Context: an optimization exercise on an open-source flow, tuned for small area. The choices shown serve that exercise and are no tape-out recipe. Function was checked by simulation only, so behaviour that the tests miss may differ from the original. The flow treats the clock pin as an ideal source, which a real chip does not have.

==> flow/design.v <==
module drawing_mem_ctrl (
                  input  wire        clk,
                  input  wire        reset,
                  input  wire        phase,
                  input  wire        iq_req,
                  output reg         iq_ack,
                  input  wire [17:0] iq_address,
                  input  wire  [3:0] iq_nbyte,
                  input  wire        iq_rnw,
                  input  wire [31:0] data_from_iq,
                  input  wire        vdu_req,
                  input  wire        vdu_take,
                  input  wire [16:0] vdu_address,
                  input  wire        de_req,
                  output reg         de_ack,
                  input  wire [17:0] de_address,
                  input  wire  [3:0] de_nbyte,
                  input  wire        de_rnw,
                  input  wire [31:0] de_wdata,
                  output reg  [17:0] fs_address,
                  output wire  [1:0] fs_ncs,
                  output reg         fs_noe,
                  output reg         fs_nwe,
                  output reg   [3:0] fs_nbyte_sel,
                  output reg  [31:0] fs_wdata
                  );
reg  ncs;
wire iq_grant = phase & !vdu_req & iq_req;
wire de_grant = phase & !vdu_req & !iq_req & de_req;
wire iq_sel   = phase ? iq_grant : iq_ack;
wire de_sel   = phase ? de_grant : de_ack;
wire pre_nwe  = !((iq_ack | de_ack) & fs_noe);
assign fs_ncs = {ncs, ncs};
always @ (posedge clk)
  if (reset)
    begin
    iq_ack <= 1'b0;
    de_ack <= 1'b0;
    ncs    <= 1'b0;
    fs_noe <= 1'b1;
    end
  else
    begin
    iq_ack <= iq_grant;
    de_ack <= de_grant;
    if (phase)
      begin
      ncs    <= !(vdu_req | iq_req | de_req);
      fs_noe <= !(vdu_req | (iq_req ? iq_rnw : (de_req & de_rnw)));
      end
    end
always @ (posedge clk)
  begin
  fs_address   <= ({18{vdu_take}} & {1'b0, vdu_address})
                | ({18{iq_sel}}   & iq_address)
                | ({18{de_sel}}   & de_address);
  fs_nbyte_sel <= ({4{iq_sel}} & iq_nbyte) | ({4{de_sel}} & de_nbyte);
  fs_wdata     <= ({32{iq_sel}} & data_from_iq) | ({32{de_sel}} & de_wdata);
  end
always @ (negedge clk) fs_nwe <= pre_nwe;
endmodule
module drawing_vduc (
            input  wire        clk,
            input  wire        reset,
            output wire        frame_over,
            output wire        vdu_req,      
            output wire        vdu_take,     
            output wire [16:0] vdu_address,
            output wire        phase,        
            input  wire [31:0] vdu_data,
            output wire        v_sync_out,
            output wire        h_sync_out,
            output reg   [7:0] pixel_out,
            output reg         v_blank,
            output reg         h_blank
            );
reg  [9:0] p;
reg [11:0] b;                     
reg [31:0] pixels;
wire [7:0] hw     = p[9:2];
wire       first  = p[9] & p[8] & p[7];              
wire       p_wrap = p[9] & p[8] & (&p[4:0]);         
wire       b_wrap = b[11] & b[9] & b[6];             
wire       h_act  = !p[9] | (!p[8] & !p[7]);         
wire       v_act  = (b < 12'd2400);                  
wire       p656   = p[9] & p[7] & (p[6:0] == 7'b001_0000);    
wire       b_inc  = p656 | (!p[9] & (&p[6:0]));      
wire       show   = h_act & !v_blank;                
assign phase       = p[0];
assign vdu_req     = (first | show) & !p[1] & p[0];
assign vdu_take    = show & (p[1] ^ p[0]);
assign vdu_address = {b, hw[4:0]};
assign h_sync_out  = p[9] & !p[8] & p[7] & (p[6] | p[5] | p[4]) & !(p[6] & p[5] & p[4]);   
assign v_sync_out  = (b >= 12'd2450) & (b <= 12'd2459);
assign frame_over  = p[9] & p[7] & (p[6:0] == 7'b001_0001)    
                   & !v_blank & !v_act;                        
wire [9:0]  p_next = p + 10'd1;
wire [11:0] b_next = b + 12'd1;
always @ (posedge clk)
  if (reset)       p <= 10'd1020;
  else if (p_wrap) p <= p_next & ~10'b11_0010_0000;
  else             p <= p_next;
always @ (posedge clk)
  if (reset)        b <= 12'd2430;
  else if (b_inc)
    if (b_wrap)     b <= b_next & ~12'b1010_0100_0001;
    else            b <= b_next;
always @ (posedge clk)
  begin
  pixels[31:24] <= vdu_data[31:24];
  if (p[1:0] == 2'd3) pixels[23:0] <= vdu_data[23:0];
  else                pixels[23:0] <= pixels[31:8];
  end
wire prev_word = (p >= 10'd4) & (p <= 10'd643);    
wire prev_show = prev_word & !v_blank;
always @ (posedge clk)
  h_blank <= reset | !prev_word;
always @ (posedge clk)
  if (reset) pixel_out <= 8'h00;
  else       pixel_out <= prev_show ? pixels[7:0] : 8'h00;
always @ (posedge clk)
  if (reset)              v_blank <= 1'b1;
  else if (!(p[9] & p[7] & (p[6:2] == 5'b0_0100)))    
                          v_blank <= !v_act;
endmodule
module framestore (
            input  wire        clk,
            input  wire        reset,
            input  wire        iq_req,
            output wire        iq_ack,
            input  wire [17:0] iq_address,
            input  wire  [3:0] iq_nbyte,
            input  wire        iq_rnw,
            input  wire [31:0] data_from_iq,
            input  wire        de_req,
            output wire        de_ack,
            input  wire [17:0] de_address,
            input  wire  [3:0] de_nbyte,
            input  wire        de_rnw,
            input  wire [31:0] de_wdata,
            output wire [17:0] fs_address,
            output wire  [1:0] fs_ncs,
            output wire        fs_noe,
            output wire        fs_nwe,
            output wire  [3:0] fs_nbyte_sel,
            input  wire [31:0] fs_rdata,
            output wire [31:0] fs_wdata,
            output wire        frame_over,
            output wire        v_sync_out,
            output wire        h_sync_out,
            output wire  [7:0] pixel_out,
            output wire        v_blank,
            output wire        h_blank
            );
wire        phase, vdu_req, vdu_take;
wire [16:0] vdu_address;
drawing_mem_ctrl mem_ctrl (
            .clk(clk), .reset(reset), .phase(phase),
            .iq_req(iq_req), .iq_ack(iq_ack), .iq_address(iq_address),
            .iq_nbyte(iq_nbyte), .iq_rnw(iq_rnw), .data_from_iq(data_from_iq),
            .vdu_req(vdu_req), .vdu_take(vdu_take), .vdu_address(vdu_address),
            .de_req(de_req), .de_ack(de_ack), .de_address(de_address),
            .de_nbyte(de_nbyte), .de_rnw(de_rnw), .de_wdata(de_wdata),
            .fs_address(fs_address), .fs_ncs(fs_ncs), .fs_noe(fs_noe),
            .fs_nwe(fs_nwe), .fs_nbyte_sel(fs_nbyte_sel),
            .fs_wdata(fs_wdata));
drawing_vduc vduc (
            .clk(clk), .reset(reset),
            .frame_over(frame_over), .vdu_req(vdu_req), .vdu_take(vdu_take),
            .vdu_address(vdu_address), .phase(phase), .vdu_data(fs_rdata),
            .v_sync_out(v_sync_out), .h_sync_out(h_sync_out),
            .pixel_out(pixel_out), .v_blank(v_blank), .h_blank(h_blank));
endmodule
clock: 5.0 ns
lec_check: 0
cap_margin: 0
core_margin: 2
core_utilization: 50
place_density: 0.92
slew_margin: 0
standard.sh (not shown) runs the stock make flow with config.mk's settings and CLKGATE_MAP_FILE= SYNTH_SCRIPT=/design/flow/synth_recipe.tcl, a recipe that flattens the netlist after the stock synthesis.
==> flow/flow/run.sh <==
#!/bin/bash
set -euo pipefail
top=${FLOW_TOP:-framestore}
lib=$FLOW_HOME/platforms/sky130hd/lib/sky130_fd_sc_hd__tt_025C_1v80.lib
yosys=$FLOW_HOME/../tools/install/yosys/bin/yosys
res=orfs/results/sky130hd/framestore/base

export BUFFER_PORTS_ARGS="-buffer_cell sky130_fd_sc_hd__buf_1"
# After CTS, any clock buffer whose flip-flops still see a slow edge (by the
# placement estimate) is upsized, for margin on the clock-pin slew limit.
export POST_CTS_TCL=$PWD/flow/post_cts.tcl CTS_ROOT_BUF=sky130_fd_sc_hd__clkbuf_8 CTS_ROOT_SLEW=100 CTS_LEAF_SLEW=0.110
export CTS_ARGS="-sink_clustering_enable -repair_clock_nets -dont_use_dummy_load -buf_list sky130_fd_sc_hd__clkbuf_4 -root_buf sky130_fd_sc_hd__clkbuf_4"

bash standard.sh synth > synth.log 2>&1

cp $res/1_2_yosys.v $res/1_2_yosys.standard.v
# Two passes of four re-mapping runs with different ABC seeds in parallel;
# each pass starts from the smallest netlist so far and keeps the smallest.
remap_pass() {  # pass input
  local pass=$1 in=$2 seed
  for seed in 0 1 2 3; do
    sed -e "s#@SEED@#$((seed + 4 * pass))#" flow/remap.abc.in > remap_${pass}_$seed.abc
    sed -e "s#@LIB@#$lib#g; s#@IN@#$in#; s#@TOP@#$top#; s#@OUT@#$PWD/remapped_${pass}_$seed.v#g; s#@ABC@#$PWD/remap_${pass}_$seed.abc#" \
      flow/remap.ys > remap_run_${pass}_$seed.ys
    $yosys -l remap_${pass}_$seed.log -s remap_run_${pass}_$seed.ys > /dev/null &
  done
  wait
  for seed in 0 1 2 3; do
    if [[ -f remapped_${pass}_$seed.v.after.txt ]]; then
      echo "$(awk '/Chip area/ {print $NF}' remapped_${pass}_$seed.v.after.txt) remapped_${pass}_$seed.v"
    fi
  done | sort -g > remap_pass_$pass.log
  cp $(head -1 remap_pass_$pass.log | awk '{print $2}') remapped_pass_$pass.v
}
remap_pass 0 $res/1_2_yosys.standard.v
remap_pass 1 $PWD/remapped_pass_0.v
cp $(cat remap_pass_0.log remap_pass_1.log | sort -g | head -1 | awk '{print $2}') remapped.v
$yosys -l remap_check.log -p "read_liberty -lib $lib; read_verilog remapped.v; hierarchy -top $top; check -assert -mapped" > /dev/null
cp remapped.v $res/1_2_yosys.v
rm -f $res/1_synth.odb $res/1_synth.sdc

bash standard.sh finish > standard.log 2>&1
Other scripts of this flow, unchanged in this note and not shown: flow/flow/post_cts.tcl, flow/flow/remap.abc.in, flow/flow/remap.ys
Rerun with:
--- a/flow/design.v
+++ b/flow/design.v
@@ -81,32 +81,29 @@
 wire       first  = p[9] & p[8] & p[7];              
 wire       p_wrap = p[9] & p[8] & (&p[4:0]);         
 wire       b_wrap = b[11] & b[9] & b[6];             
 wire       h_act  = !p[9] | (!p[8] & !p[7]);         
 wire       v_act  = (b < 12'd2400);                  
-wire       p656   = p[9] & p[7] & (p[6:0] == 7'b001_0000);    
+wire       p656   = (p == 10'd656);
 wire       b_inc  = p656 | (!p[9] & (&p[6:0]));      
 wire       show   = h_act & !v_blank;                
 assign phase       = p[0];
 assign vdu_req     = (first | show) & !p[1] & p[0];
 assign vdu_take    = show & (p[1] ^ p[0]);
 assign vdu_address = {b, hw[4:0]};
 assign h_sync_out  = p[9] & !p[8] & p[7] & (p[6] | p[5] | p[4]) & !(p[6] & p[5] & p[4]);   
 assign v_sync_out  = (b >= 12'd2450) & (b <= 12'd2459);
-assign frame_over  = p[9] & p[7] & (p[6:0] == 7'b001_0001)    
-                   & !v_blank & !v_act;                        
-wire [9:0]  p_next = p + 10'd1;
-wire [11:0] b_next = b + 12'd1;
+assign frame_over  = (p == 10'd657) & !v_blank & !v_act;    
 always @ (posedge clk)
   if (reset)       p <= 10'd1020;
-  else if (p_wrap) p <= p_next & ~10'b11_0010_0000;
-  else             p <= p_next;
+  else if (p_wrap) p <= 10'd0;
+  else             p <= p + 10'd1;
 always @ (posedge clk)
   if (reset)        b <= 12'd2430;
   else if (b_inc)
-    if (b_wrap)     b <= b_next & ~12'b1010_0100_0001;
-    else            b <= b_next;
+    if (b_wrap)     b <= 12'd0;
+    else            b <= b + 12'd1;
 always @ (posedge clk)
   begin
   pixels[31:24] <= vdu_data[31:24];
   if (p[1:0] == 2'd3) pixels[23:0] <= vdu_data[23:0];
   else                pixels[23:0] <= pixels[31:8];
@@ -118,12 +115,11 @@
 always @ (posedge clk)
   if (reset) pixel_out <= 8'h00;
   else       pixel_out <= prev_show ? pixels[7:0] : 8'h00;
 always @ (posedge clk)
   if (reset)              v_blank <= 1'b1;
-  else if (!(p[9] & p[7] & (p[6:2] == 5'b0_0100)))    
-                          v_blank <= !v_act;
+  else if (hw != 8'd164)  v_blank <= !v_act;
 endmodule
 module framestore (
             input  wire        clk,
             input  wire        reset,
             input  wire        iq_req,
Final cell count is higher by 1.2%.
Hold slack is about the same.
Global-route usage hardly moves.
Setup slack got worse by 0.0092 ns.
Die area is higher by 0.43%.
Cell area stays flat.
Via count is higher by 2.7%.
Register-to-register slack got worse by 0.20 ns.
Core utilization is about the same.
Critical path depth stays the same.
